Background: an optimization exercise with open tools, aiming at small area, a short achievable clock period and few clock cycles. Do not read the settings as production practice. Where RTL was checked, it was by simulation tests only, not by an equivalence proof against the original. The RTL of runs 1 and 3 to 7 was laid out without a check of its function. Power and IR drop assume default switching activity.

===== design.v =====
`timescale 1ns / 1ps
module SimpleCPU(clk, rst, data_fromRAM, wrEn, addr_toRAM, data_toRAM, pCounter);
parameter SIZE = 10;
input clk, rst;
input wire [15:0] data_fromRAM;
output reg wrEn;
output reg [SIZE-1:0] addr_toRAM;
output wire [15:0] data_toRAM;
output reg [SIZE-1:0] pCounter;
localparam S_D = 3'd0;    
localparam S_E = 3'd1;    
localparam S_F = 3'd2;    
localparam S_I = 3'd3;    
localparam S_M = 3'd4;    
reg [2:0]  state, stateNext;
reg [2:0]  op, opNext;
reg [15:0] W, WNext;
reg [9:0]  S4, S4Next;      
reg        s4v, s4vNext;
reg        pend, pendNext;  
reg [15:0] Mreg;
reg [15:0] acc;
reg [1:0]  cnt, cntNext;
reg [9:0]  pcNext;
wire [15:0] I     = data_fromRAM;
wire [2:0]  iop   = I[15:13];
wire        azero = (I[12:0] == 13'd0);
wire [9:0]  pc1   = pCounter + 10'd1;
wire        Wz    = (W == 16'd0);
assign data_toRAM = W;
wire [15:0] M = data_fromRAM;
wire        sh_zero = (|M[15:5]) | (M[4] & ~|M[3:0]);
wire [15:0] Wrev, sh_in, sh_out, sh_rev;
genvar g;
generate for (g = 0; g < 16; g = g + 1) begin : rv
  assign Wrev[g] = W[15-g];
  assign sh_rev[g] = sh_out[15-g];
end endgenerate
assign sh_in  = M[4] ? Wrev : W;
assign sh_out = sh_in >> M[3:0];
wire [15:0] srl_res = sh_zero ? 16'd0 : (M[4] ? sh_rev : sh_out);
reg [15:0] alu;
always @* begin
  case (op)
    3'd0: alu = W + M;
    3'd1: alu = ~(W & M);
    3'd2: alu = srl_res;
    3'd3: alu = {15'd0, W < M};
    default: alu = M;
  endcase
end
reg [3:0] nib;
always @* begin
  case (cnt)
    2'd0: nib = Mreg[15:12];
    2'd1: nib = Mreg[11:8];
    2'd2: nib = Mreg[7:4];
    default: nib = Mreg[3:0];
  endcase
end
wire [15:0] accs = (cnt == 2'd0) ? 16'd0 : {acc[11:0], 4'd0};
wire [15:0] prod = accs + (nib[0] ? W : 16'd0) + (nib[1] ? {W[14:0], 1'b0} : 16'd0)
                 + (nib[2] ? {W[13:0], 2'd0} : 16'd0) + (nib[3] ? {W[12:0], 3'd0} : 16'd0);
wire inD = (state == S_D);
wire inE = (state == S_E);
wire inI = (state == S_I);
wire inM = (state == S_M);
wire inF = (state == S_F);
wire d_bz    = (iop == 3'd4);
wire d_st    = (iop == 3'd6);
wire d_stall = pend & (d_bz | d_st);      
wire d_bznt  = d_bz & ~Wz;                
wire d_ea    = ~d_stall & ~d_bznt;        
reg selI, selEA, selP1, selP;
always @* begin
  selI  = 1'b0;
  selEA = 1'b0;
  selP1 = 1'b0;
  selP  = 1'b0;
  if (!rst) begin
    if (inD) begin
      selEA = d_ea;
      selP1 = ~d_stall & d_bznt;
      selP  = d_stall;
    end
    if (inE) begin
      selI  = (op == 3'd4);
      selP1 = (op != 3'd4) && (op != 3'd7);
      selP  = (op == 3'd7);
    end
    if (inI) selI = 1'b1;
    if (inM) begin
      selP1 = (cnt == 2'd2);
      selP  = (cnt != 2'd2);
    end
    if (inF) selP = 1'b1;
  end
end
always @* begin
  addr_toRAM = ({10{selI | selEA}} & I[9:0]) | ({10{selEA & azero}} & S4)
             | ({10{selP1}} & pc1) | ({10{selP}} & pCounter);
  wrEn = ~rst & ((inD & d_ea & d_st & ~(azero & ~s4v)) | (inI & (op == 3'd6)));
end
always @(posedge clk) begin
  state    <= stateNext;
  pCounter <= pcNext;
  op       <= opNext;
  W        <= WNext;
  S4       <= S4Next;
  s4v      <= s4vNext;
  pend     <= pendNext;
  acc      <= prod;
  cnt      <= cntNext;
  if (!inM) Mreg <= data_fromRAM;
end
wire [9:0] ea_d = I[9:0] | ({10{azero}} & S4);
always @* begin
  stateNext = state;
  pcNext    = pCounter;
  opNext    = op;
  WNext     = pend ? prod : W;
  S4Next    = S4;
  s4vNext   = s4v;
  pendNext  = 1'b0;
  cntNext   = 2'd0;
  if (rst) begin
    stateNext = S_D;
    pcNext    = 10'd0;
    S4Next    = 10'd4;
    s4vNext   = 1'b0;
  end else begin
    case (state)
      S_D: begin
        opNext = iop;
        if (d_stall) begin
          stateNext = S_D;
        end else if (d_bznt) begin
          pcNext    = pc1;
          stateNext = S_D;
        end else if (azero && !s4v) begin      
          stateNext = S_I;
        end else if (d_st) begin               
          pcNext    = pc1;
          stateNext = S_F;
          if (ea_d == 10'd4) begin
            S4Next  = W[9:0];
            s4vNext = 1'b1;
          end
        end else begin
          stateNext = S_E;
        end
      end
      S_I: begin
        S4Next  = I[9:0];
        s4vNext = 1'b1;
        if (op == 3'd6) begin
          pcNext    = pc1;
          stateNext = S_F;
          if (I[9:0] == 10'd4) S4Next = W[9:0];
        end else begin
          stateNext = S_E;
        end
      end
      S_E: begin
        stateNext = S_D;
        if (op == 3'd4) begin                  
          pcNext = M[9:0];
        end else if (op == 3'd7) begin         
          stateNext = S_M;
        end else begin
          WNext  = alu;
          pcNext = pc1;
        end
      end
      S_M: begin
        cntNext = cnt + 2'd1;
        if (cnt == 2'd2) begin                 
          pcNext    = pc1;
          pendNext  = 1'b1;
          stateNext = S_D;
        end
      end
      default: begin                           
        stateNext = S_D;
      end
    endcase
  end
end
endmodule

===== run.sh =====
#!/bin/bash
# synth_recipe.tcl (not shown) runs the flow's synth.tcl, then flattens the netlist and writes it again
# the make line also repeats each setting of config.mk as NAME=value (left out here)
make -C /OpenROAD-flow-scripts/flow DESIGN_CONFIG=/design/flow/config.mk WORK_HOME=/design/flow/orfs CLKGATE_MAP_FILE= SYNTH_SCRIPT=/design/flow/synth_recipe.tcl finish

===== config.mk =====
export PLATFORM = sky130hd
export DESIGN_NAME = SimpleCPU
export DESIGN_NICKNAME = SimpleCPU
export VERILOG_FILES = /design/flow/design.v
export SDC_FILE = /design/flow/constraint.sdc
export NUM_CORES = 4
export LEC_CHECK = 0
export CAP_MARGIN = 20
export CORE_MARGIN = 2
export CORE_UTILIZATION = 40
export SETUP_SLACK_MARGIN = 3.0
export SLEW_MARGIN = 20

===== constraint.sdc =====
create_clock -name core_clock -period 7.0 [get_ports {clk}]
set_input_delay 1.4000 -clock core_clock [delete_from_list [all_inputs] [get_ports {clk}]]
set_output_delay 1.4000 -clock core_clock [all_outputs]
set_load 0.01 [all_outputs]

==> results of run 1 <==
[layout make-up]
class	count	share of cell area [%]
multi-input cells	740	62.9
inverters	87	3.42
flip-flops and latches	74	16.9
clock buffers	9	2.27
repair buffers	117	10.3
well taps	265	3.35
clock inverters	7	0.871
[sequential cells by signal, summed over array words and instances, names as in the netlist]
| name | count |
|---|---|
| pCounter | 10 |
| op | 3 |
| S4 | 10 |
| acc | 12 |
| Mreg | 16 |
| pend | 1 |
| cnt | 2 |
| state | 3 |
| s4v | 1 |
| W | 16 |
[layer usage]
layer,share of wire (%),global-route usage [%]
met1,43,35.9
met2,45,39.5
met3,7.4,4.95
met4,4.7,12.9
met5,0,0
[how the worst max path moves through the flow]
stage	from	endpoint
floorplan	cnt[1]$_SDFF_PP0_	W[14]$_DFF_P_
global placement	data_fromRAM[9]	addr_toRAM[6]
detailed placement	data_fromRAM[9]	addr_toRAM[6]
CTS	data_fromRAM[9]	addr_toRAM[6]
global route	cnt[1]$_SDFF_PP0_	W[14]$_DFF_P_
finish	cnt[1]$_SDFF_PP0_	W[12]$_DFF_P_
[where the power goes]
group	leakage [nW]	switching, W	internal [W]
logic	3.18	0.00144	0.00137
clock network	0.150	0.000215	0.000284
registers	0.654	0.000240	0.000540
total	3.98	0.00190	0.00219
[worst max-delay path: stages (launching register included)]
cell and delay, ns:
dfxtp_4 0.39, inv_4 0.05, ha_4 0.16, a222oi_1 0.47
mux2i_4 0.23, and2_4 0.22, fa_1 0.48, inv_1 0.05
fa_2 0.34, fa_1 0.52, inv_2 0.05, ha_4 0.16
fa_2 0.40, a21oi_2 0.18, o21ai_2 0.10, a2111oi_4 0.36
nor2_1 0.11, xor2_1 0.22, a211oi_2 0.10, a211oi_1 0.24
[per-stage QoR]
step / setup WS, ns / utilization [%] / instances / cell area (µm²) / total power, W
floorplan: 2.41 / - / 959 / 8180 / 0.00231
global placement: 1.13 / 45.0 / 1231 / 8810 / 0.00293
detailed placement: 1.11 / 45.0 / 1231 / 8810 / 0.00295
CTS: 2.17 / 49.9 / 1289 / 9780 / 0.00391
global route: 1.91 / 50.6 / 1299 / 9910 / 0.00438
finish: 2.09 / 50.6 / 1299 / 9910 / 0.00409
[synth_stat cells, types with 20 or more instances]
| cell | count |
|---|---|
| a21oi_1 | 46 |
| and2_1 | 39 |
| clkbuf_1 | 39 |
| dfxtp_1 | 55 |
| fa_1 | 38 |
| ha_1 | 51 |
| inv_1 | 86 |
| mux2i_1 | 24 |
| nand2_1 | 97 |
| nor2_1 | 71 |
| nor2b_1 | 20 |
| nor3_1 | 23 |
| o21ai_0 | 51 |
[timing repair]
item,4_1_cts,5_1_grt
gates cloned,2,0
gates resized for setup,152,26
setup buffers,40,10
pin swaps,43,35
endpoints found under the setup margin,31,29
[kinds of logic (layout without fill, tap and decap cells)]
logic type | after synthesis | count (layout)
multiplexers | 47 | 48
AND/OR/NAND/NOR | 336 | 336
AO/OA/AOI/OAI | 239 | 239
XOR/XNOR | 28 | 28
flip-flops | 74 | 74
adder cells (fa/ha/maj) | 89 | 89
buffers and inverters | 146 | 220
==> notes.md, run 1 <==
DIE WIDTH 146 µm; antenna cells 0; Crit Reg-Reg Startpoint cnt[1]$_SDFF_PP0_; Total GRT Usage 26.2%; # hold bufs at CTS 0; total negative slack 0 ns; clk sinks 74; Yosys top cell area share 13.7%; clock latency on the worst-skew pair 0.36 ns; synthesis-to-finish area growth 22.9%; peak supply drop 263 µV; Reg clk slew, reported paths 0.07 ns; final setup fails 0; fmax 204 MHz; routability cong. 0.950; cell area after synthesis 8060 µm²; vias in the first global route 7,407; Max-slew headroom 32.6%; asr flop ratio synth 0%; r2r endpoint W[12]$_DFF_P_; Reg area 1680 µm²; routed len/inst 21.3 µm; RSZ-0062 raised after global routing true; Vias 7,757; top_reg_cell synth dfxtp_1; row cnt 51; DRT Pass-1 Iters 5; FF-to-FF setup slack 2.09 ns; initial antenna violation count 0; Gate Count Post-Synth 959; Final HPWL DP 19,300 µm; worst clock skew 0.00871 ns; hold depth 1; outcome finished clean; clk buf depth 2; core area 19,600 µm²; number of remaining DRC errors 0; syn avg cell area 8.40 µm²; Hold Path Origin cnt[0]$_SDFF_PP0_; crit end category flop; fin crit share 70.2%; Register-to-Register Path Depth 19; CTS tree built; Iter 0 DRT Violations 673; library cells used by synthesis 84; mux cell area share after synthesis 8.43%; hold_ws 0.467 ns; Cell Pwr Density 413 nW/µm²; Final Critical Period 4.91 ns; drt via density 5.97; first-pass GRT wire length 43,500 µm; Die ar. 21,300 µm²; share of layout cells above drive strength 1 21.3%; final wirelength 27,700 µm; Leak Pwr 3.98 nW; Slew @ Worst Pin 1.01 ns; Required @ worst endpoint 7.27 ns; crit path DAT 5.18 ns; Max Transition Viols Final 0; compound-cell area share of the yosys netlist 20.7%; Synth Register Bits 74; root buf cell clkbuf_16; sequential fraction of the synthesis area 20.7%; Die Ht 146 µm; max capacitance violation total 0; critical path type reg -> reg; post-synthesis adder-cell area fraction 17.4%; most frequent cells in the layout 95 x nand2_1, 79 x inv_1, 68 x nor2_1; largest area contributor in the netlist dfxtp_1; I/O pin cnt 55; CTS Buf Count 9; multi-input logic area 6230 µm²; Worst Hold Path EP cnt[0]$_SDFF_PP0_; EDFF count, synth 19; Initial Util 41.1%; Synth Area in Simple Gates 21.3%; NumNets Final 1,136; remaining global-route overflow 0; Min-Delay Path Class reg -> reg; Post-DRT Antenna Nets 0; I/O Buffers 54; Crit Path Max Fanout 8; final hold vios 0; Worst setup SP type flop; largest family of logic cells by synthesized area simple AND/OR/NAND/NOR gates; post-synthesis xor/xnor area fraction 3.31%; most common cell after layout, fill and taps aside nand2_1; synth top area cells dfxtp_1 14%, fa_1 9.4%, ha_1 7.9%, edfxtp_1 7.1%, nand2_1 4.5%; fillcell total 1,878; YS warnings 1; largest net degree at the start of global routing 36; H-tree Lvls 3
==> run 2, diff against run 1 <==
--- a/design.v
+++ b/design.v
@@ -49,16 +49,8 @@
     default: alu = M;
   endcase
 end
-reg [3:0] nib;
-always @* begin
-  case (cnt)
-    2'd0: nib = Mreg[15:12];
-    2'd1: nib = Mreg[11:8];
-    2'd2: nib = Mreg[7:4];
-    default: nib = Mreg[3:0];
-  endcase
-end
-wire [15:0] accs = (cnt == 2'd0) ? 16'd0 : {acc[11:0], 4'd0};
+wire [3:0] nib = Mreg[15:12];    
+wire [15:0] accs = {acc[11:0], 4'd0};    
 wire [15:0] prod = accs + (nib[0] ? W : 16'd0) + (nib[1] ? {W[14:0], 1'b0} : 16'd0)
                  + (nib[2] ? {W[13:0], 2'd0} : 16'd0) + (nib[3] ? {W[12:0], 3'd0} : 16'd0);
 wire inD = (state == S_D);
@@ -109,9 +101,9 @@
   S4       <= S4Next;
   s4v      <= s4vNext;
   pend     <= pendNext;
-  acc      <= prod;
+  acc      <= inE ? 16'd0 : prod;
   cnt      <= cntNext;
-  if (!inM) Mreg <= data_fromRAM;
+  Mreg     <= inM ? {Mreg[11:0], 4'd0} : data_fromRAM;
 end
 wire [9:0] ea_d = I[9:0] | ({10{azero}} & S4);
 always @* begin
--- a/config.mk
+++ b/config.mk
@@ -8,5 +8,5 @@
 export CAP_MARGIN = 20
 export CORE_MARGIN = 2
 export CORE_UTILIZATION = 40
-export SETUP_SLACK_MARGIN = 3.0
+export SETUP_SLACK_MARGIN = 3.3
 export SLEW_MARGIN = 20
==> run 2 against run 1 <==
Flip-flop and latch count is the same. Non-clock buffer count grew 8. Global-route usage grew 2.2 points. Sequential power shrank 8.7%. Clock power shrank 2%. Critical path depth shrank 11. Critical endpoint is now addr_toRAM[3].
==> notes.md, run 2 <==
Worst setup SP type primary input; Leak Pwr 4.15 nW; most frequent cells after synthesis 118 x nand2_1, 97 x inv_1, 90 x nor2_1; EDFF count, synth 3; Max-slew headroom 16.4%; largest net degree at the start of global routing 39; Vias 8,178; synthesis-to-finish area growth 24.1%; routability cong. 0.976; YS warnings 1; Total GRT Usage 28.4%; RSZ-0062 raised after global routing true; outcome finished clean; DRT Pass-1 Iters 6; Cell Int Power 0.00269 W; share of layout cells above drive strength 1 21.9%; switch share 49.3%; slowest CP cell a211o_4; Gate Count Post-Synth 1,022; Cell Pwr Density 529 nW/µm²; library cells used by synthesis 78; top_reg_cell synth dfxtp_1; Initial Util 41.1%; most frequent cells in the layout 111 x nand2_1, 89 x inv_1, 86 x nor2_1; Max Transition Viols Final 0; row cnt 51; drt via density 6.00; Final Critical Period 4.42 ns; I/O Buffers 54; Net Sw Power 0.00261 W; final setup fails 0; DIE WIDTH 146 µm; NumNets Final 1,196; max incr delay on CP 0.34 ns; clk sinks 74; fin crit share 63.2%; Clk pwr share 9.2%; synth top area cells dfxtp_1 18%, fa_1 9.4%, ha_1 7.4%, nand2_1 5.5%, inv_1 4.5%; worst clock skew 0.00698 ns; peak supply drop 427 µV; asr flop ratio synth 0%; cell area after synthesis 8080 µm²; max capacitance violation total 0; count leader, synth nand2_1; Final HPWL DP 21,100 µm; routed len/inst 22.3 µm; crit path DAT 3.02 ns; CP most frequent cell buf_12; Min-Delay Path Class reg -> reg; clk buf depth 2; Required @ worst endpoint 5.60 ns; fillcell total 1,941; vias in the first global route 7,878; hold_ws 0.431 ns; Die ar. 21,400 µm²; CTS Buf Count 9; Worst Setup Slack, final 2.58 ns; largest area contributor in the netlist dfxtp_1; fmax 226 MHz; clock latency on the worst-skew pair 0.36 ns; crit end category output pin; Overall Power 0.00530 W; Reg area 1560 µm²; H-tree Lvls 3; remaining global-route overflow 0; final design utilization 51.0%; Crit Path Max Fanout 3; first-pass GRT wire length 46,800 µm; total negative slack 0 ns; most common cell after layout, fill and taps aside nand2_1; Cell Chain, Critical Path buf_12 -> buf_12 -> nor3_4 -> nand4_1 -> buf_4 -> a211o_4 -> o31ai_2 -> buf_2; Regs by FF count Mreg (16), W (16), acc (12); CTS tree built; syn avg cell area 7.91 µm²; root buf cell clkbuf_16; Gate power share 77.4%; initial antenna violation count 0; sequential power share 13.4%; # hold bufs at CTS 0; antenna cells 0; Die Ht 146 µm; critical path type in -> out; final hold vios 0; multi-input logic area 6360 µm²; Post-DRT Antenna Nets 0; Setup Slack @ Placement 1.29 ns; Yosys top cell area share 17.6%; I/O pin cnt 55; Slew @ Worst Pin 1.24 ns; Iter 0 DRT Violations 905; final wirelength 30,400 µm; number of remaining DRC errors 0; Reg clk slew, reported paths 0.06 ns; core area 19,700 µm²; sequential fraction of the synthesis area 18.7%; Synth Register Bits 74
run 2: changes by cell type after synthesis, sizes merged, moves of 7 or more:
cell / previous run / this run
nand2: 97 / 118
mux2: 7 / 28
and2: 40 / 31
dfxtp: 55 / 71
a211oi: 16 / 9
nor2b: 20 / 9
mux2i: 24 / 36
edfxtp: 19 / 3
a21oi: 46 / 56
inv: 86 / 98
o311ai: 10 / 1
nor2: 72 / 91
run 2: worst paths after layout:
kind	to	slack (ns)	from	cells after the start
max	addr_toRAM[3]	2.58	data_fromRAM[13]	8
min	cnt[0]$_SDFF_PP0_	0.43	cnt[0]$_SDFF_PP0_	1
max reg2reg	W[12]$_DFF_P_	3.04	Mreg[13]$_DFF_P_	14
min reg2reg	cnt[0]$_SDFF_PP0_	0.43	cnt[0]$_SDFF_PP0_	1
run 2: power groups by stage:
stage,combinational (W),sequential [W],clock [W]
after detailed placement,0.00309,0.000768,0
final,0.00410,0.000712,0.000488
after CTS,0.00356,0.000703,0.000494
after global routing,0.00450,0.000722,0.000505
after floorplan,0.00240,0.000635,0
after global placement,0.00307,0.000775,0
run 2: cell type report:
class	count	area share, %
Multi-Input combinational cell	783	63.4
Sequential cell	74	15.6
Timing Repair Buffer	125	10.9
Inverter	99	3.84
Tap cell	265	3.31
Clock buffer	9	2.25
Clock inverter	7	0.761
run 2: timing repair:
| action | in CTS | in global routing |
|---|---|---|
| hold endpoints to repair | 0 | 0 |
| setup endpoints to repair | 42 | 33 |
| resized for setup | 176 | 49 |
| pin swaps | 31 | 31 |
| buffers inserted | 50 | 5 |
run 2: routing by layer:
metal | global-route usage [%] | part of all wire [%] | routed length, µm | up-vias
li1 | - | - | - | 3730
met5 | 0 | 0 | 0 | -
met3 | 5.88 | 8.4 | 2560 | 84
met1 | 40.3 | 44 | 13400 | 3968
met4 | 12.0 | 3.9 | 1200 | 0
met2 | 42.0 | 44 | 13200 | 396
run 2: logic make-up (layout without fill, tap and decap cells):
| family | after synthesis | in the layout | synth area share, % |
|---|---|---|---|
| AND/OR/NAND/NOR | 363 | 363 | 21.6 |
| adder cells (fa/ha/maj) | 86 | 86 | 16.8 |
| XOR/XNOR | 29 | 29 | 3.14 |
| flip-flops | 74 | 74 | 18.7 |
| AO/OA/AOI/OAI | 225 | 225 | 18.5 |
| buffers and inverters | 165 | 240 | 8.19 |
| multiplexers | 80 | 80 | 13.0 |
run 2: worst max-delay path, delay by kind of cell:
kind,cells,cell delay (ns)
buffers and inverters,4,0.58
AO/OA/AOI/OAI,2,0.55
AND/OR/NAND/NOR,2,0.47
run 2: metrics by stage:
stage                     cell area [µm²]  instances
after floorplan                      8270       1022
after global placement               8870       1291
after detailed placement             8880       1291
after CTS                            9780       1357
after global routing                10000       1362
final                               10000       1362
Testbench counts of run 2, summed over its fixed seeds: cycles 107,331.
==> run 3, diff against run 2 <==
--- a/design.v
+++ b/design.v
@@ -60,38 +60,20 @@
 wire inF = (state == S_F);
 wire d_bz    = (iop == 3'd4);
 wire d_st    = (iop == 3'd6);
-wire d_stall = pend & (d_bz | d_st);      
-wire d_bznt  = d_bz & ~Wz;                
-wire d_ea    = ~d_stall & ~d_bznt;        
-reg selI, selEA, selP1, selP;
+wire dq      = ~rst & inD;
+wire bzq     = dq & ~pend & ~Wz;          
+wire t_bznt  = bzq & d_bz;
+wire eaq     = dq & ~t_bznt;
+wire e_bzt   = (op == 3'd4) & Wz;         
+wire rI      = ~rst & ((inE & e_bzt) | inI);
+wire rP1     = ~rst & ((inE & ~e_bzt & (op != 3'd7)) | (inM & (cnt == 2'd2)));
+wire rP      = ~rst & ((inE & (op == 3'd7)) | (inM & (cnt != 2'd2)) | inF);
 always @* begin
-  selI  = 1'b0;
-  selEA = 1'b0;
-  selP1 = 1'b0;
-  selP  = 1'b0;
-  if (!rst) begin
-    if (inD) begin
-      selEA = d_ea;
-      selP1 = ~d_stall & d_bznt;
-      selP  = d_stall;
-    end
-    if (inE) begin
-      selI  = (op == 3'd4);
-      selP1 = (op != 3'd4) && (op != 3'd7);
-      selP  = (op == 3'd7);
-    end
-    if (inI) selI = 1'b1;
-    if (inM) begin
-      selP1 = (cnt == 2'd2);
-      selP  = (cnt != 2'd2);
-    end
-    if (inF) selP = 1'b1;
-  end
-end
-always @* begin
-  addr_toRAM = ({10{selI | selEA}} & I[9:0]) | ({10{selEA & azero}} & S4)
-             | ({10{selP1}} & pc1) | ({10{selP}} & pCounter);
-  wrEn = ~rst & ((inD & d_ea & d_st & ~(azero & ~s4v)) | (inI & (op == 3'd6)));
+  addr_toRAM = ({10{eaq}} & (I[9:0] | ({10{azero}} & S4)))
+             | ({10{rI}} & I[9:0])
+             | ({10{t_bznt | rP1}} & pc1)
+             | ({10{rP}} & pCounter);
+  wrEn = (dq & ~pend & d_st & ~(azero & ~s4v)) | (~rst & inI & (op == 3'd6));
 end
 always @(posedge clk) begin
   state    <= stateNext;
@@ -124,19 +106,19 @@
     case (state)
       S_D: begin
         opNext = iop;
-        if (d_stall) begin
-          stateNext = S_D;
-        end else if (d_bznt) begin
+        if (t_bznt) begin                      
           pcNext    = pc1;
           stateNext = S_D;
         end else if (azero && !s4v) begin      
           stateNext = S_I;
         end else if (d_st) begin               
-          pcNext    = pc1;
           stateNext = S_F;
-          if (ea_d == 10'd4) begin
-            S4Next  = W[9:0];
-            s4vNext = 1'b1;
+          if (!pend) begin                     
+            pcNext = pc1;
+            if (ea_d == 10'd4) begin
+              S4Next  = W[9:0];
+              s4vNext = 1'b1;
+            end
           end
         end else begin
           stateNext = S_E;
@@ -156,7 +138,7 @@
       S_E: begin
         stateNext = S_D;
         if (op == 3'd4) begin                  
-          pcNext = M[9:0];
+          pcNext = Wz ? M[9:0] : pc1;
         end else if (op == 3'd7) begin         
           stateNext = S_M;
         end else begin
==> run 3 against run 2 <==
Synthesized area shrank 3.9%. Worst hold slack lost 0.0092 ns. Clock skew grew 0.0065 ns. Clock power grew 2%. Sequential share of layout area shrank 0.27 points. Still clean. Non-clock buffer count grew 17.
==> notes.md, run 3 <==
YS warnings 1; most frequent cells after synthesis 103 x nand2_1, 100 x inv_1, 89 x nor2_1; Vias 7,929; critical path type in -> out; post-synthesis adder-cell area fraction 17.5%; I/O pin cnt 55; Post-DRT Antenna Nets 0; FF-to-FF setup slack 2.99 ns; clk sinks 74; total negative slack 0 ns; largest area contributor in the netlist dfxtp_1; cell area after synthesis 7770 µm²; compound-cell area share of the yosys netlist 20.9%; final hold vios 0; Iter 0 DRT Violations 1,072; Initial Util 41.1%; clock latency on the worst-skew pair 0.36 ns; drt via density 5.88; fillcell total 1,810; vias in the first global route 7,571; NumNets Final 1,187; final design utilization 53.6%; largest net degree at the start of global routing 31; worst clock skew 0.0135 ns; top_reg_cell synth dfxtp_1; Gate Count Post-Synth 992; RSZ-0062 raised after global routing true; sequential fraction of the synthesis area 19.5%; Crit Path Max Fanout 5; EDFF count, synth 3; initial antenna violation count 0; Min-Delay Path Class reg -> reg; Final Critical Period 4.83 ns; Die Ht 143 µm; Yosys top cell area share 18.3%; outcome finished clean; Worst setup SP type primary input; DRT Pass-1 Iters 5; Leak Pwr 4.18 nW; fin crit share 69.0%; post-synthesis xor/xnor area fraction 3.27%; syn avg cell area 7.83 µm²; Required @ worst endpoint 5.60 ns; final wirelength 28,400 µm; core area 18,900 µm²; crit path DAT 3.43 ns; antenna cells 0; final setup fails 0; most common cell after layout, fill and taps aside nand2_1; Synth Register Bits 74; crit end category output pin; synthesis-to-finish area growth 30.4%; I/O Buffers 54; number of remaining DRC errors 0; Cell Pwr Density 612 nW/µm²; library cells used by synthesis 72; Die ar. 20,600 µm²; asr flop ratio synth 0%; peak supply drop 572 µV; routed len/inst 21.1 µm; Synth Area in Simple Gates 19.9%; Final HPWL DP 19,300 µm; first-pass GRT wire length 44,000 µm; CTS tree built; fmax 207 MHz; Slew @ Worst Pin 1.08 ns; largest family of logic cells by synthesized area compound AO/OA/AOI/OAI gates; mux cell area share after synthesis 10.7%; Total GRT Usage 28.3%; count leader, synth nand2_1; remaining global-route overflow 0; Reg area 1550 µm²; H-tree Lvls 3; clk buf depth 2; post-route cell area 10,100 µm²; Regs by FF count Mreg (16), W (16), acc (12); root buf cell clkbuf_16; row cnt 50; most frequent cells in the layout 101 x nand2_1, 93 x inv_1, 85 x nor2_1; max capacitance violation total 0; Reg clk slew, reported paths 0.07 ns; share of layout cells above drive strength 1 25.2%; Max-slew headroom 27.3%; Placement Cell Area 8680 µm²; CTS Buf Count 9; Max Transition Viols Final 0; synth top area cells dfxtp_1 18%, fa_1 9.8%, ha_1 7.7%, nand2_1 5.0%, inv_1 4.8%; routability cong. 0.917; DIE WIDTH 143 µm; multi-input logic area 6180 µm²
-- run 3: worst max-delay path, cell delays in order --
cell and delay (ns):
buf_6 0.09, or4_4 0.42, or4_4 0.51, o21a_4 0.26, buf_12 0.13, and3_4 0.21, a21oi_2 0.16, o221ai_2 0.10
buf_2 0.15
-- run 3: final timing paths --
check | startpoint | end | depth (start not counted)
worst max-delay path | rst | addr_toRAM[0] | 9
worst max register to register | W[3]$_DFF_P_ | W[14]$_DFF_P_ | 17
worst min register to register | cnt[0]$_SDFF_PP0_ | cnt[0]$_SDFF_PP0_ | 1
worst min-delay path | cnt[0]$_SDFF_PP0_ | cnt[0]$_SDFF_PP0_ | 1
-- run 3: what timing repair did --
action,CTS,global route
hold buffers,0,0
pin swaps,40,40
endpoints found under the setup margin,37,32
setup buffers,49,15
gates resized for setup,213,34
cloned,2,1
-- run 3: final cells by class --
class / instances / share of cell area, %
Multi-Input combinational cell: 753 / 61.0
Timing Repair Buffer: 142 / 13.6
Sequential cell: 74 / 15.3
Clock buffer: 10 / 2.36
Tap cell: 260 / 3.21
Clock inverter: 6 / 0.642
Inverter: 103 / 3.90
-- run 3: metrics by stage --
step	hold WS (ns)	cells	power [W]	worst slack, ns
floorplan	0.397	992	0.00305	2.48
global placement	0.408	1265	0.00394	1.40
detailed placement	0.413	1265	0.00394	1.40
CTS	0.422	1332	0.00552	2.16
global route	0.447	1348	0.00664	2.14
finish	0.422	1348	0.00619	2.17
-- run 3: per-layer routing --
| metal | track usage, % | vias up | part of all wire, % |
|---|---|---|---|
| met5 | 0 | - | 0 |
| met4 | 11.7 | 0 | 3.7 |
| met3 | 5.83 | 67 | 9.3 |
| met2 | 42.8 | 404 | 45 |
| met1 | 39.2 | 3792 | 42 |
| li1 | - | 3666 | - |
-- run 3: cell families after synthesis --
logic type / count (synthesis)
compound gates: 245
xor+xnor: 29
fa+ha+maj: 86
buf+inv: 166
flops: 74
mux: 62
simple gates: 330
-- run 3: power by group --
part	switching, W	internal (W)	leakage [nW]
Sequential	0.000161	0.000545	0.620
Clock	0.000210	0.000287	0.149
Combinational	0.00257	0.00242	3.41
==> run 4, diff against run 3 <==
--- a/design.v
+++ b/design.v
@@ -60,20 +60,20 @@
 wire inF = (state == S_F);
 wire d_bz    = (iop == 3'd4);
 wire d_st    = (iop == 3'd6);
-wire dq      = ~rst & inD;
+wire dq      = inD;
 wire bzq     = dq & ~pend & ~Wz;          
 wire t_bznt  = bzq & d_bz;
 wire eaq     = dq & ~t_bznt;
 wire e_bzt   = (op == 3'd4) & Wz;         
-wire rI      = ~rst & ((inE & e_bzt) | inI);
-wire rP1     = ~rst & ((inE & ~e_bzt & (op != 3'd7)) | (inM & (cnt == 2'd2)));
-wire rP      = ~rst & ((inE & (op == 3'd7)) | (inM & (cnt != 2'd2)) | inF);
+wire rI      = (inE & e_bzt) | inI;
+wire rP1     = (inE & ~e_bzt & (op != 3'd7)) | (inM & (cnt == 2'd2));
+wire rP      = (inE & (op == 3'd7)) | (inM & (cnt != 2'd2)) | inF;
 always @* begin
   addr_toRAM = ({10{eaq}} & (I[9:0] | ({10{azero}} & S4)))
              | ({10{rI}} & I[9:0])
              | ({10{t_bznt | rP1}} & pc1)
              | ({10{rP}} & pCounter);
-  wrEn = (dq & ~pend & d_st & ~(azero & ~s4v)) | (~rst & inI & (op == 3'd6));
+  wrEn = ~rst & ((dq & ~pend & d_st & ~(azero & ~s4v)) | (inI & (op == 3'd6)));
 end
 always @(posedge clk) begin
   state    <= stateNext;
@@ -98,7 +98,7 @@
   pendNext  = 1'b0;
   cntNext   = 2'd0;
   if (rst) begin
-    stateNext = S_D;
+    stateNext = S_F;
     pcNext    = 10'd0;
     S4Next    = 10'd4;
     s4vNext   = 1'b0;
==> run 4 against run 3 <==
Still clean. Setup slack improved by 0.32 ns. Sequential share of layout area decreased by 0.26 points. Combinational power decreased by 34%. Critical endpoint is now addr_toRAM[7]. Largest power group unchanged.
==> notes.md, run 4 <==
root buf cell clkbuf_16; Vias 8,060; clock latency on the worst-skew pair 0.35 ns; post-synthesis xor/xnor area fraction 3.15%; Max Transition Viols Final 0; post-synthesis adder-cell area fraction 17.1%; Total GRT Usage 28.1%; NumNets Final 1,187; clk buf depth 2; Min-Delay Path Class reg -> reg; Die Ht 145 µm; Layout Cells excl Fill 1,353; fmax 222 MHz; Cell Pwr Density 432 nW/µm²; Iter 0 DRT Violations 821; synth top area cells dfxtp_1 18%, fa_1 9.6%, ha_1 7.6%, nand2_1 4.8%, inv_1 4.4%; total negative slack 0 ns; Synth Register Bits 74; largest family of logic cells by synthesized area compound AO/OA/AOI/OAI gates; Max-slew headroom 33.1%; outcome finished clean; Regs by FF count Mreg (16), W (16), acc (12); peak supply drop 260 µV; initial antenna violation count 0; row cnt 51; final hold vios 0; crit path DAT 3.11 ns; YS warnings 1; remaining global-route overflow 0; clk sinks 74; vias in the first global route 7,881; Yosys top cell area share 17.9%; max incr delay on CP 0.54 ns; Slew @ Worst Pin 0.996 ns; # hold bufs at CTS 0; fin crit share 64.4%; EDFF count, synth 3; most frequent cells after synthesis 101 x nand2_1, 94 x inv_1, 77 x nor2_1; DRT Pass-1 Iters 6; library cells used by synthesis 75; share of layout cells above drive strength 1 25.0%; max capacitance violation total 0; CTS Buf Count 9; core area 19,500 µm²; Worst setup SP type primary input; Required @ worst endpoint 5.60 ns; Crit Path Max Fanout 6; crit end category output pin; Final Critical Period 4.51 ns; Synth Area in Simple Gates 20.7%; fillcell total 1,851; final wirelength 29,600 µm; Final HPWL DP 20,200 µm; first-pass GRT wire length 46,000 µm; most common cell after layout, fill and taps aside nand2_1; Leak Pwr 4.34 nW; Initial Util 40.8%; CTS tree built; mux cell area share after synthesis 11.1%; drt via density 5.96; antenna cells 0; Die ar. 21,000 µm²; placed instance count 1,268; final setup fails 0; post-route cell area 10,300 µm²; synthesis-to-finish area growth 29.9%; H-tree Lvls 3; syn avg cell area 7.98 µm²; RSZ-0062 raised after global routing true; worst clock skew 0.00693 ns; top_reg_cell synth dfxtp_1; Placement Cell Area 8840 µm²; number of remaining DRC errors 0; I/O pin cnt 55; compound-cell area share of the yosys netlist 21.1%; largest net degree at the start of global routing 38; Gate Count Post-Synth 996; I/O Buffers 54; asr flop ratio synth 0%; sequential fraction of the synthesis area 19.0%; routability cong. 0.978; cell area after synthesis 7950 µm²; critical path type in -> out; most frequent cells in the layout 94 x nand2_1, 90 x inv_1, 72 x nor2_1; slowest CP cell or4b_4; largest area contributor in the netlist dfxtp_1; routed len/inst 21.9 µm; Reg clk slew, reported paths 0.06 ns; Cell Chain, Critical Path buf_8 -> nor2_4 -> or4b_4 -> o21ai_4 -> a21boi_4 -> buf_12 -> o32a_1 -> nand2_2 -> buf_6; DIE WIDTH 145 µm; Post-DRT Antenna Nets 0; count leader, synth nand2_1
==> run 4: changes by cell type after synthesis, sizes merged, moves of 5 or more <==
cell     delta
a21o        +6
nor3        -7
inv         -5
o21ai       -9
nor2       -12
o221ai      +6
a31oi       -5
mux2        +5
nand3       -8
a2111oi     +5
==> run 4: worst max-delay path: cells and delay by family <==
| family | cells | cell delay, ns |
|---|---|---|
| AO/OA/AOI/OAI | 3 | 0.60 |
| AND/OR/NAND/NOR | 3 | 0.75 |
| buffers and inverters | 3 | 0.35 |
==> run 4: power by group <==
part	switching (W)	internal [W]
registers	0.000149	0.000534
clock network	0.000189	0.000292
logic	0.00177	0.00152
total	0.00211	0.00235
==> run 4: logic make-up (layout without fill, tap and decap cells) <==
| family | count (synthesis) | count (layout) |
|---|---|---|
| AND/OR/NAND/NOR | 332 | 332 |
| AO/OA/AOI/OAI | 246 | 246 |
| buffers and inverters | 162 | 254 |
| adder cells (fa/ha/maj) | 86 | 86 |
| flip-flops | 74 | 74 |
| multiplexers | 69 | 69 |
| XOR/XNOR | 27 | 27 |
==> run 4: layout make-up <==
type | count | area (µm²) | share of cell area (%)
clock inverters | 3 | 17.5 | 0.170
clock buffers | 13 | 293 | 2.83
repair buffers | 140 | 1380 | 13.3
well taps | 265 | 332 | 3.21
flip-flops and latches | 74 | 1550 | 15.0
inverters | 98 | 372 | 3.60
multi-input cells | 760 | 6380 | 61.8
==> run 4: routing by layer <==
layer  vias up  GRT usage (%)  share of wire (%)
li1       3705              -                  -
met1      3898           36.3                 41
met2       373           44.7                 45
met3        84           5.97                8.9
met4         0           13.1                4.8
met5         -              0                  0
==> run 4: path summary, 6_finish.rpt <==
path / startpoint / to / slack, ns / cells past startpoint
max: data_fromRAM[14] / addr_toRAM[7] / 2.49 / 9
min: Mreg[0]$_SDFF_PN0_ / Mreg[4]$_DFF_P_ / 0.42 / 2
min reg2reg: Mreg[0]$_SDFF_PN0_ / Mreg[4]$_DFF_P_ / 0.42 / 2
max reg2reg: Mreg[12]$_DFF_P_ / W[12]$_DFF_P_ / 2.69 / 14
==> run 4: timing repair <==
action                                  4_1_cts  5_1_grt
resized for setup                           217       42
buffers inserted                             57       11
gates cloned                                  1        0
pin swaps                                    55       31
endpoints found under the setup margin       51       31
==> run 4: stage by stage <==
step | worst slack (ns) | hold WS [ns] | util, % | power, W
after floorplan | 2.73 | 0.401 | - | 0.00269
final | 2.49 | 0.424 | 53.1 | 0.00446
after global routing | 2.43 | 0.464 | 53.1 | 0.00482
after CTS | 2.54 | 0.432 | 51.6 | 0.00404
after global placement | 1.41 | 0.410 | 45.4 | 0.00339
after detailed placement | 1.40 | 0.414 | 45.4 | 0.00340
==> run 5, diff against run 4 <==
--- a/design.v
+++ b/design.v
@@ -29,30 +29,12 @@
 wire        Wz    = (W == 16'd0);
 assign data_toRAM = W;
 wire [15:0] M = data_fromRAM;
-wire        sh_zero = (|M[15:5]) | (M[4] & ~|M[3:0]);
-wire [15:0] Wrev, sh_in, sh_out, sh_rev;
-genvar g;
-generate for (g = 0; g < 16; g = g + 1) begin : rv
-  assign Wrev[g] = W[15-g];
-  assign sh_rev[g] = sh_out[15-g];
-end endgenerate
-assign sh_in  = M[4] ? Wrev : W;
-assign sh_out = sh_in >> M[3:0];
-wire [15:0] srl_res = sh_zero ? 16'd0 : (M[4] ? sh_rev : sh_out);
-reg [15:0] alu;
-always @* begin
-  case (op)
-    3'd0: alu = W + M;
-    3'd1: alu = ~(W & M);
-    3'd2: alu = srl_res;
-    3'd3: alu = {15'd0, W < M};
-    default: alu = M;
-  endcase
-end
+wire [15:0] alu;
+SimpleCPU_alu u_alu (.op(op), .W(W), .M(M), .alu(alu));
 wire [3:0] nib = Mreg[15:12];    
 wire [15:0] accs = {acc[11:0], 4'd0};    
-wire [15:0] prod = accs + (nib[0] ? W : 16'd0) + (nib[1] ? {W[14:0], 1'b0} : 16'd0)
-                 + (nib[2] ? {W[13:0], 2'd0} : 16'd0) + (nib[3] ? {W[12:0], 3'd0} : 16'd0);
+wire [15:0] prod;
+SimpleCPU_mul u_mul (.W(W), .nib(nib), .accs(accs), .prod(prod));
 wire inD = (state == S_D);
 wire inE = (state == S_E);
 wire inI = (state == S_I);
@@ -68,12 +50,14 @@
 wire rI      = (inE & e_bzt) | inI;
 wire rP1     = (inE & ~e_bzt & (op != 3'd7)) | (inM & (cnt == 2'd2));
 wire rP      = (inE & (op == 3'd7)) | (inM & (cnt != 2'd2)) | inF;
+wire [9:0] addr_w;
+wire       wrEn_w;
+SimpleCPU_bus u_bus (.I(I), .S4(S4), .pc(pCounter), .pc1(pc1), .eaq(eaq), .rI(rI),
+                     .p1q(t_bznt | rP1), .rP(rP), .wq(~rst & dq & ~pend & d_st),
+                     .s4v(s4v), .wI(~rst & inI & (op == 3'd6)), .addr(addr_w), .wrEn(wrEn_w));
 always @* begin
-  addr_toRAM = ({10{eaq}} & (I[9:0] | ({10{azero}} & S4)))
-             | ({10{rI}} & I[9:0])
-             | ({10{t_bznt | rP1}} & pc1)
-             | ({10{rP}} & pCounter);
-  wrEn = ~rst & ((dq & ~pend & d_st & ~(azero & ~s4v)) | (inI & (op == 3'd6)));
+  addr_toRAM = addr_w;
+  wrEn       = wrEn_w;
 end
 always @(posedge clk) begin
   state    <= stateNext;
@@ -161,3 +145,47 @@
   end
 end
 endmodule
+module SimpleCPU_bus(I, S4, pc, pc1, eaq, rI, p1q, rP, wq, s4v, wI, addr, wrEn);
+input  [15:0] I;
+input  [9:0]  S4, pc, pc1;
+input         eaq, rI, p1q, rP, wq, s4v, wI;
+output [9:0]  addr;
+output        wrEn;
+wire azero = (I[12:0] == 13'd0);
+assign addr = ({10{eaq}} & (I[9:0] | ({10{azero}} & S4)))
+            | ({10{rI}} & I[9:0])
+            | ({10{p1q}} & pc1)
+            | ({10{rP}} & pc);
+assign wrEn = (wq & ~(azero & ~s4v)) | wI;
+endmodule
+module SimpleCPU_alu(op, W, M, alu);
+input  [2:0]  op;
+input  [15:0] W, M;
+output reg [15:0] alu;
+wire        sh_zero = (|M[15:5]) | (M[4] & ~|M[3:0]);
+wire [15:0] Wrev, sh_in, sh_out, sh_rev;
+genvar g;
+generate for (g = 0; g < 16; g = g + 1) begin : rv
+  assign Wrev[g] = W[15-g];
+  assign sh_rev[g] = sh_out[15-g];
+end endgenerate
+assign sh_in  = M[4] ? Wrev : W;
+assign sh_out = sh_in >> M[3:0];
+wire [15:0] srl_res = sh_zero ? 16'd0 : (M[4] ? sh_rev : sh_out);
+always @* begin
+  case (op)
+    3'd0: alu = W + M;
+    3'd1: alu = ~(W & M);
+    3'd2: alu = srl_res;
+    3'd3: alu = {15'd0, W < M};
+    default: alu = M;
+  endcase
+end
+endmodule
+module SimpleCPU_mul(W, nib, accs, prod);
+input  [15:0] W, accs;
+input  [3:0]  nib;
+output [15:0] prod;
+assign prod = accs + (nib[0] ? W : 16'd0) + (nib[1] ? {W[14:0], 1'b0} : 16'd0)
+            + (nib[2] ? {W[13:0], 2'd0} : 16'd0) + (nib[3] ? {W[12:0], 3'd0} : 16'd0);
+endmodule
--- a/config.mk
+++ b/config.mk
@@ -10,3 +10,4 @@
 export CORE_UTILIZATION = 40
 export SETUP_SLACK_MARGIN = 3.3
 export SLEW_MARGIN = 20
+export SYNTH_HIERARCHICAL = 1
==> run 5 against run 4 <==
Worst hold slack improved by 0.00097 ns. Combinational power decreased by about 20%. Global-route usage about the same. Clock power increased by 3%. Highest routed layer unchanged. Still clean on timing, DRC and antenna. Fmax increased by 4.1%. Register-to-register slack improved by 0.31 ns. Largest cell class unchanged. First-iteration DRC count decreased by 3.9%. Setup slack improved by 0.18 ns. Power decreased by 15%. Sequential share of layout area increased by 0.21 points. Via count increased by 3.5%. Clock skew increased by 0.0058 ns.
==> notes.md, run 5 <==
Post-DRT Antenna Nets 0; Setup Slack @ Placement 1.66 ns; hold depth 1; clk sinks 74; root buf cell clkbuf_16; crit end category output pin; synth top area cells dfxtp_1 17%, fa_1 9.8%, ha_1 7.4%, nand2_1 5.6%, inv_1 5.5%; synthesis-to-finish area growth 22.7%; I/O pin cnt 55; Die ar. 22,000 µm²; DIE WIDTH 148 µm; Iter 0 DRT Violations 789; Worst setup SP type primary input; FF-to-FF setup slack 3.00 ns; fillcell total 1,969; final wirelength 31,100 µm; Hold Path Origin cnt[0]$_SDFF_PP0_; final hold vios 0; final setup fails 0; YS warnings 8; Max Transition Viols Final 0; largest area contributor in the netlist dfxtp_1; NumNets Final 1,216; remaining global-route overflow 0; Total GRT Usage 28.0%; Crit Path Max Fanout 5; Cell Pwr Density 369 nW/µm²; Worst Hold Path EP cnt[0]$_SDFF_PP0_; routability cong. 0.964; Max-slew headroom 47.0%; clk buf depth 2; most common cell after layout, fill and taps aside inv_1; max capacitance violation total 0; Leak Pwr 4.26 nW; initial antenna violation count 0; Initial Util 40.9%; most frequent cells in the layout 122 x inv_1, 121 x nand2_1, 56 x dfxtp_1; worst clock skew 0.0128 ns; largest net degree at the start of global routing 33; Register-to-Register Path Depth 16; cell area after synthesis 8330 µm²; Synth Register Bits 74; EDFF count, synth 3; outcome finished clean; H-tree Lvls 3; drt via density 6.03; asr flop ratio synth 0%; CTS tree built; share of layout cells above drive strength 1 20.5%; Regs by FF count Mreg (16), W (16), acc (12); first-pass GRT wire length 47,400 µm; most frequent cells after synthesis 124 x nand2_1, 123 x inv_1, 71 x dfxtp_1; Crit Reg-Reg Startpoint Mreg[13]$_DFF_P_; Slew @ Worst Pin 0.794 ns; I/O Buffers 54; antenna cells 0; peak supply drop 231 µV; Final HPWL DP 21,200 µm; Yosys top cell area share 17.1%; core area 20,400 µm²; library cells used by synthesis 86; number of remaining DRC errors 0; r2r endpoint W[11]$_DFF_P_; top_reg_cell synth dfxtp_1; Required @ worst endpoint 5.60 ns; count leader, synth nand2_1; Worst Setup Slack, final 2.67 ns; syn avg cell area 8.15 µm²; Die Ht 148 µm; Gate Count Post-Synth 1,023; fmax 231 MHz; total negative slack 0 ns; vias in the first global route 8,041; RSZ-0062 raised after global routing true; CTS Buf Count 9; critical path type in -> out; sequential fraction of the synthesis area 18.1%; row cnt 52; Reg clk slew, reported paths 0.06 ns; fin crit share 61.9%; DRT Pass-1 Iters 7; clock latency on the worst-skew pair 0.35 ns; Min-Delay Path Class reg -> reg; routed len/inst 22.5 µm; crit path DAT 2.93 ns; Vias 8,342; Final Critical Period 4.33 ns
==> run 5: cell types whose count changed after synthesis, moves of 8 or more <==
cell      delta
clkbuf_1    -30
inv_1       +29
nor2_1      -29
nand2_1     +23
nor2b_1     +16
o21ai_1     +15
a21oi_1     -10
a222oi_1    +10
o31ai_1     -10
buf_2        +8
o211ai_1     +8
==> run 5: power breakdown <==
part	switching (W)	internal (W)	total, W	leakage (nW)
Clock	0.000210	0.000288	0.000497	0.154
Combinational	0.00142	0.00121	0.00262	3.48
Sequential	0.000131	0.000521	0.000652	0.624
==> run 5: how the worst max path moves through the flow <==
stage	cells after the start	end	from	slack, ns
after global placement	8	addr_toRAM[8]	data_fromRAM[14]	1.68
final	8	addr_toRAM[3]	data_fromRAM[13]	2.67
after detailed placement	8	addr_toRAM[3]	data_fromRAM[14]	1.66
after CTS	10	addr_toRAM[8]	data_fromRAM[15]	2.72
after global routing	8	addr_toRAM[2]	data_fromRAM[13]	2.61
after floorplan	7	addr_toRAM[0]	data_fromRAM[14]	2.97
==> run 5: layout make-up <==
class,instances,area [µm²],area share [%]
multi-input combinational,777,6490,63.5
sequential,74,1560,15.3
timing repair buffer,120,1040,10.2
inverter,126,478,4.67
tap,270,338,3.30
clock buffer,11,275,2.69
clock inverter,5,41.3,0.404
==> run 5: through the flow <==
step	cells	cell area (µm²)	total power, W	hold slack (ns)	utilization (%)
6_report	1383	10200	0.00377	0.425	50.2
3_3_place_gp	1316	9210	0.00278	0.412	45.2
5_1_grt	1383	10200	0.00406	0.438	50.2
4_1_cts	1369	9950	0.00350	0.424	48.9
2_1_floorplan	1026	8480	0.00217	0.401	-
3_5_place_dp	1316	9210	0.00280	0.415	45.2
==> run 5: logic make-up (layout without fill, tap and decap cells) <==
group | count (synthesis) | in the layout | synth area share [%]
buffers and inverters | 176 | 262 | 8.50
flip-flops | 74 | 74 | 18.1
AND/OR/NAND/NOR | 328 | 329 | 20.3
multiplexers | 73 | 73 | 11.6
XOR/XNOR | 32 | 32 | 3.36
adder cells (fa/ha/maj) | 90 | 90 | 17.2
other | 1 | 4 | 0.0450
AO/OA/AOI/OAI | 249 | 249 | 20.9
==> run 5: critical path, cell delays in order <==
cell and delay, ns:
buf_12 0.11, nor4b_4 0.29, a21oi_1 0.11, buf_4 0.16, or2_4 0.26, a222oi_1 0.27
o21ai_1 0.16, buf_2 0.17
==> run 5: timing repair <==
action,CTS,global route
endpoints found under the setup margin,40,37
gates cloned,1,0
pin swaps,24,31
setup buffers,36,14
gates resized for setup,186,51
hold buffers,0,0
endpoints found under the hold margin,0,0
==> run 5: Yosys stat by module, one instance, submodules excluded <==
module | cells inside | flops+latches
SimpleCPU | 357 | 74
SimpleCPU_alu | 370 | 0
SimpleCPU_bus | 45 | 0
SimpleCPU_mul | 251 | 0
==> run 5: layer usage <==
metal / track usage, % / wire length, µm
met5: 0 / 0
met4: 9.90 / 984
met3: 4.23 / 2310
met2: 44.8 / 14400
met1: 38.6 / 13400
==> run 6, diff against run 5 <==
--- a/config.mk
+++ b/config.mk
@@ -7,7 +7,8 @@
 export LEC_CHECK = 0
 export CAP_MARGIN = 20
 export CORE_MARGIN = 2
-export CORE_UTILIZATION = 40
+export CORE_UTILIZATION = 50
+export CTS_BUF_LIST = sky130_fd_sc_hd__clkbuf_4 sky130_fd_sc_hd__clkbuf_8
 export SETUP_SLACK_MARGIN = 3.3
 export SLEW_MARGIN = 20
 export SYNTH_HIERARCHICAL = 1
==> run 6 against run 5 <==
Sequential share of layout area decreased by 0.14 points. Synthesized cell count stayed put. Flip-flop and latch count is the same. Largest power group unchanged. Critical path type unchanged. Combinational power up 4%. Synthesized area did not move.
==> notes.md, run 6 <==
number of remaining DRC errors 0; fmax 231 MHz; DRT Pass-1 Iters 8; Iter 0 DRT Violations 909; I/O pin cnt 55; Synth Register Bits 74; Worst Path Buf+Inv 4; Vias 8,387; antenna cells 0; total negative slack 0 ns; CP startpoint data_fromRAM[14]; Critical Path Sink addr_toRAM[6]; hold_ws 0.424 ns; max incr delay on CP 0.29 ns; most frequent cells after synthesis 124 x nand2_1, 123 x inv_1, 71 x dfxtp_1; final hold vios 0; r2r endpoint W[11]$_DFF_P_; top_reg_cell synth dfxtp_1; Gate Count Post-Synth 1,023; max capacitance violation total 0; Die ar. 17,700 µm²; Crit Path Max Fanout 5; outcome finished clean; Post-DRT Antenna Nets 0; fin crit share 61.8%; YS warnings 8; final setup fails 0; syn avg cell area 8.15 µm²; final design utilization 62.6%; most frequent cells in the layout 120 x inv_1, 116 x nand2_1, 68 x buf_4; root buf cell clkbuf_8; crit end category output pin; Crit Reg-Reg Startpoint Mreg[12]$_DFF_P_; first-pass GRT wire length 46,300 µm; sequential fraction of the synthesis area 18.1%; Initial Util 50.8%; routability cong. 0.935; most common cell after layout, fill and taps aside inv_1; share of layout cells above drive strength 1 21.9%; Final HPWL DP 20,100 µm; RSZ-0062 raised after global routing true; Cell Chain, Critical Path buf_6 -> buf_6 -> nor4b_4 -> a21oi_1 -> buf_4 -> or2_4 -> a222oi_1 -> o21ai_1 -> buf_2; clock latency on the worst-skew pair 0.38 ns; Leak Pwr 4.33 nW; asr flop ratio synth 0%; Cell Pwr Density 363 nW/µm²; Max-slew headroom 44.8%; worst clock skew 0.0183 ns; Top delay family on crit path buffers and inverters; synth top area cells dfxtp_1 17%, fa_1 9.8%, ha_1 7.4%, nand2_1 5.6%, inv_1 5.5%; NumNets Final 1,233; largest area contributor in the netlist dfxtp_1; Final Critical Period 4.33 ns; I/O Buffers 54; Register-to-Register Path Depth 15; DIE WIDTH 133 µm; synthesis-to-finish area growth 23.2%; Min-Delay Path Class reg -> reg; crit path DAT 2.93 ns; clk sinks 74; library cells used by synthesis 86; EDFF count, synth 3; drt via density 6.21; vias in the first global route 7,976; peak supply drop 288 µV; slowest CP cell a222oi_1; Slew @ Worst Pin 0.828 ns; core area 16,400 µm²; Worst setup SP type primary input; critical path depth 9; H-tree Lvls 3; largest net degree at the start of global routing 33; Regs by FF count Mreg (16), W (16), acc (12); Required @ worst endpoint 5.60 ns; routed len/inst 22.2 µm; CTS Buf Count 9; Max Transition Viols Final 0; row cnt 47; Yosys top cell area share 17.1%; remaining global-route overflow 0; Reg clk slew, reported paths 0.08 ns; critical path type in -> out; final wirelength 30,000 µm; # hold bufs at CTS 0; clk buf depth 2; initial antenna violation count 0; Total GRT Usage 33.8%; CP most frequent cell buf_6; Die Ht 133 µm; FF-to-FF setup slack 2.99 ns; cell area after synthesis 8330 µm²; CTS tree built; count leader, synth nand2_1
## run 6: cell counts after synthesis
Identical to the previous run, type by type.
## run 6: cell type report
class	count	area (µm²)
multi-input cells	777	6490
fillers	1498	6140
flip-flops and latches	74	1550
repair buffers	137	1260
inverters	126	477
well taps	220	275
clock buffers	12	153
clock inverters	4	52.6
## run 6: timing repair
action	4_1_cts	5_1_grt
setup endpoints to repair	33	28
buffers inserted	45	17
resized for setup	187	37
gates cloned	4	0
pin swaps	38	29
## run 6: routing by layer
layer / GRT usage (%) / routed length (µm) / vias to the layer above
met1: 48.0 / 13000 / 4042
met3: 6.58 / 2910 / 71
li1: - / - / 3843
met5: 0 / 0 / -
met4: 11.9 / 998 / 0
met2: 51.4 / 13100 / 431
## run 6: Yosys stat by module, one instance, submodules excluded
module / cells inside / area, µm² / flip-flops and latches / copies in the design
SimpleCPU: 357 / 3360 / 74 / 1
SimpleCPU_bus: 45 / 323 / 0 / 1
SimpleCPU_mul: 251 / 1950 / 0 / 1
SimpleCPU_alu: 370 / 2700 / 0 / 1
## run 6: worst min path at each step
stage	cells after the start	from	to	slack, ns
detailed placement	1	cnt[0]$_SDFF_PP0_	cnt[0]$_SDFF_PP0_	0.41
global placement	1	cnt[0]$_SDFF_PP0_	cnt[0]$_SDFF_PP0_	0.41
finish	1	cnt[0]$_SDFF_PP0_	cnt[0]$_SDFF_PP0_	0.42
CTS	1	cnt[0]$_SDFF_PP0_	cnt[0]$_SDFF_PP0_	0.42
global route	1	cnt[0]$_SDFF_PP0_	cnt[0]$_SDFF_PP0_	0.45
floorplan	1	cnt[0]$_SDFF_PP0_	cnt[0]$_SDFF_PP0_	0.40
## run 6: power by group
group          total [W]  internal (W)  switching, W
combinational    0.00273       0.00130       0.00143
clock           0.000363      0.000183      0.000179
sequential      0.000631      0.000518      0.000113
total            0.00372       0.00200       0.00172
## run 6: logic make-up (layout without fill, tap and decap cells)
kind of cell,count (synthesis),in the layout,synth area share (%)
buffers and inverters,176,279,8.50
adders and majority gates,90,90,17.2
muxes,73,73,11.6
and+or+nand+nor,328,329,20.3
DFF,74,74,18.1
other,1,4,0.0450
AOI/OAI and AO/OA,249,249,20.9
xor gates and xnor gates,32,32,3.36
## run 6: metrics by stage
step / worst slack, ns / instance area, µm² / total power [W] / cells
floorplan: 2.97 / 8480 / 0.00217 / 1026
global placement: 1.39 / 9160 / 0.00276 / 1268
detailed placement: 1.39 / 9160 / 0.00278 / 1268
CTS: 2.70 / 10000 / 0.00354 / 1333
global route: 2.60 / 10300 / 0.00401 / 1350
finish: 2.67 / 10300 / 0.00372 / 1350
==> run 7, diff against run 6 <==
--- a/design.v
+++ b/design.v
@@ -43,8 +43,7 @@
 wire d_bz    = (iop == 3'd4);
 wire d_st    = (iop == 3'd6);
 wire dq      = inD;
-wire bzq     = dq & ~pend & ~Wz;          
-wire t_bznt  = bzq & d_bz;
+wire t_bznt  = 1'b0;                     
 wire eaq     = dq & ~t_bznt;
 wire e_bzt   = (op == 3'd4) & Wz;         
 wire rI      = (inE & e_bzt) | inI;
@@ -90,10 +89,7 @@
     case (state)
       S_D: begin
         opNext = iop;
-        if (t_bznt) begin                      
-          pcNext    = pc1;
-          stateNext = S_D;
-        end else if (azero && !s4v) begin      
+        if (azero && !s4v) begin      
           stateNext = S_I;
         end else if (d_st) begin               
           stateNext = S_F;
--- a/config.mk
+++ b/config.mk
@@ -7,8 +7,7 @@
 export LEC_CHECK = 0
 export CAP_MARGIN = 20
 export CORE_MARGIN = 2
-export CORE_UTILIZATION = 50
-export CTS_BUF_LIST = sky130_fd_sc_hd__clkbuf_4 sky130_fd_sc_hd__clkbuf_8
+export CORE_UTILIZATION = 40
 export SETUP_SLACK_MARGIN = 3.3
 export SLEW_MARGIN = 20
 export SYNTH_HIERARCHICAL = 1
==> run 7 against run 6 <==
Critical path depth fell by 2. Register-to-register slack improved by 0.20 ns. Fmax rose by 8.4%. Worst hold slack got worse by 0.0087 ns. Critical endpoint is now addr_toRAM[9]. Power fell by 4.9%. Cell area rose by 4.2%. Non-clock buffer count fell by 2.
==> notes.md, run 7 <==
peak supply drop 218 µV; Reg clk slew, reported paths 0.06 ns; largest net degree at the start of global routing 33; final hold vios 0; crit end category output pin; core area 21,000 µm²; Top delay family on crit path buffers and inverters; NumNets Final 1,268; Worst Path Buf+Inv 4; placed instance count 1,363; # hold bufs at CTS 0; outcome finished clean; max capacitance violation total 0; Synth Register Bits 74; Crit Path Max Fanout 7; largest area contributor in the netlist dfxtp_1; Worst Setup Slack, final 3.01 ns; Post-DRT Antenna Nets 0; fmax 251 MHz; top_reg_cell synth dfxtp_1; Final Critical Period 3.99 ns; sequential fraction of the synthesis area 17.7%; crit path DAT 2.59 ns; Required @ worst endpoint 5.60 ns; vias in the first global route 8,422; most frequent cells in the layout 138 x nand2_1, 106 x inv_1, 61 x buf_4; Final HPWL DP 22,300 µm; Iter 0 DRT Violations 1,240; YS warnings 8; routed len/inst 23.4 µm; cell area after synthesis 8560 µm²; Die Ht 150 µm; clk sinks 74; drt via density 6.12; count leader, synth nand2_1; Max-slew headroom 53.0%; Gate Count Post-Synth 1,065; Yosys top cell area share 16.6%; row cnt 53; Min-Delay Path Class reg -> reg; clk buf depth 2; initial antenna violation count 3; asr flop ratio synth 0%; first-pass GRT wire length 51,300 µm; final wirelength 33,700 µm; hold_ws 0.415 ns; Die ar. 22,600 µm²; library cells used by synthesis 97; syn avg cell area 8.04 µm²; worst clock skew 0.0115 ns; final design utilization 50.9%; Max Transition Viols Final 0; RSZ-0062 raised after global routing true; Cell Chain, Critical Path buf_8 -> buf_12 -> nor4_4 -> buf_4 -> nand4_4 -> o21ai_1 -> buf_2; synth top area cells dfxtp_1 17%, fa_1 9.6%, ha_1 7.2%, nand2_1 6.1%, mux2i_1 5.5%; Setup Slack @ Placement 2.00 ns; CTS tree built; share of layout cells above drive strength 1 21.8%; routability cong. 0.985; CTS Buf Count 9; Slew @ Worst Pin 0.699 ns; fillcell total 2,015; Leak Pwr 4.52 nW; Initial Util 40.7%; slowest CP cell nor4_4; synthesis-to-finish area growth 25.0%; final setup fails 0; most common cell after layout, fill and taps aside nand2_1; number of remaining DRC errors 0; remaining global-route overflow 0; total negative slack 0 ns; Regs by FF count Mreg (16), W (16), acc (12); I/O pin cnt 55; fin crit share 57.0%; most frequent cells after synthesis 140 x nand2_1, 113 x inv_1, 71 x dfxtp_1; clock latency on the worst-skew pair 0.35 ns; Layout Cells excl Fill 1,443; DIE WIDTH 150 µm; Worst setup SP type primary input; I/O Buffers 54; max incr delay on CP 0.31 ns; root buf cell clkbuf_16; EDFF count, synth 3; H-tree Lvls 3; Cell Pwr Density 331 nW/µm²; Vias 8,825; DRT Pass-1 Iters 7; critical path type in -> out; Total GRT Usage 30.2%
==> run 7: changes by cell type after synthesis, sizes merged, moves of 8 or more <==
cell	before	now
nor2	48	64
nand2	125	140
o21ai	67	56
nand3	15	25
inv	125	116
a211oi	12	20
mux2i	40	48
==> run 7: tightest hold or removal path: stages (launching register included) <==
cell and delay, ns:
dfxtp_1 0.30, nand2_1 0.04, nand2_1 0.04
==> run 7: layout make-up <==
type	count	area (µm²)	area share, %
Clock inverter	6	40.0	0.374
Clock buffer	10	239	2.23
Tap cell	275	344	3.22
Sequential cell	74	1560	14.6
Antenna cell	3	7.51	0.0702
Timing Repair Buffer	135	1350	12.6
Multi-Input combinational cell	824	6720	62.8
Inverter	116	442	4.13
==> run 7: cell families after synthesis <==
kind of cell,Yosys count,synth area share (%)
mux,70,10.2
compound gates,248,21.3
other cells,1,0.0438
fa+ha+maj,90,16.7
buf+inv,171,7.99
flops,74,17.7
xor+xnor,32,3.27
simple gates,379,22.7
==> run 7: final timing paths <==
| path | depth (start not counted) | endpoint | slack [ns] | from |
|---|---|---|---|---|
| worst max register to register | 17 | W[15]$_DFF_P_ | 3.19 | W[8]$_DFF_P_ |
| worst min-delay path | 2 | Mreg[9]$_DFF_P_ | 0.42 | Mreg[5]$_DFF_P_ |
| worst min register to register | 2 | Mreg[9]$_DFF_P_ | 0.42 | Mreg[5]$_DFF_P_ |
| worst max-delay path | 7 | addr_toRAM[9] | 3.01 | data_fromRAM[0] |
==> run 7: what timing repair did <==
| action | in CTS | in global routing |
|---|---|---|
| cloned | 7 | 0 |
| buffers inserted | 47 | 7 |
| setup endpoints to repair | 50 | 33 |
| pin swaps | 38 | 31 |
| resized for setup | 206 | 40 |
==> run 7: power breakdown <==
group	internal, W	switching (W)	total (W)	leakage, nW
clock	0.000250	0.000200	0.000450	0.139
combinational	0.00112	0.00135	0.00247	3.75
sequential	0.000517	0.000101	0.000618	0.624
==> run 7: through the flow <==
stage	total power, W	instance area, µm²
floorplan	0.00208	8620
global placement	0.00264	9390
detailed placement	0.00266	9390
CTS	0.00340	10500
global route	0.00380	10700
finish	0.00354	10700
==> run 7: routing by layer <==
metal  vias to the layer above  routed length (µm)  GRT usage (%)  share of wire, %
li1                       3994                   -              -                 -
met1                      4204               14600           43.4                43
met2                       509               14300           44.7                42
met3                       118                3370           6.27                10
met4                         0                1440           10.9               4.3
met5                         -                   0              0                 0
==> run 7: Yosys stat by module, one instance, submodules excluded <==
module,flops+latches,cells inside,times used,area [µm²]
SimpleCPU_alu,0,407,1,2960
SimpleCPU_bus,0,45,1,323
SimpleCPU,74,378,1,3370
SimpleCPU_mul,0,235,1,1910

separate check: timing with driven ports:
No port has a modelled driver above. Below, the same layouts with a new extraction and two added sets of constraints.
Step 1 (the two cells are an assumption about what drives the block):
set clk [get_ports {clk}]
set_driving_cell -lib_cell sky130_fd_sc_hd__clkbuf_16 $clk
set_driving_cell -lib_cell sky130_fd_sc_hd__buf_2 [delete_from_list [all_inputs] $clk]
Step 2 moves the port delays by t, midway between the first and last clock arrival at a register: inputs arrive t later, outputs are due t later. That takes back most of the time a late clock gives input paths.
Slacks: ideal ports / drivers / drivers and shift; pairs: ideal ports / drivers.
run	shift t [ns]	setup WS [ns]	cell pins on the clock port's net
run 1	0.394	2.088 / 2.088 / 2.088	1
run 2	0.400	2.578 / 2.533 / 2.533	1
run 3	0.400	2.168 / 2.133 / 2.133	1
run 4	0.393	2.491 / 2.452 / 2.126	1
run 5	0.389	2.670 / 2.623 / 2.623	1
run 6	0.410	2.674 / 2.640 / 2.640	1
run 7	0.391	3.009 / 2.971 / 2.888	1
After both steps every run listed still meets setup and hold. The setup slack of run 4, which loses most, moves by -0.039 ns with the drivers and by -0.365 ns with both steps.
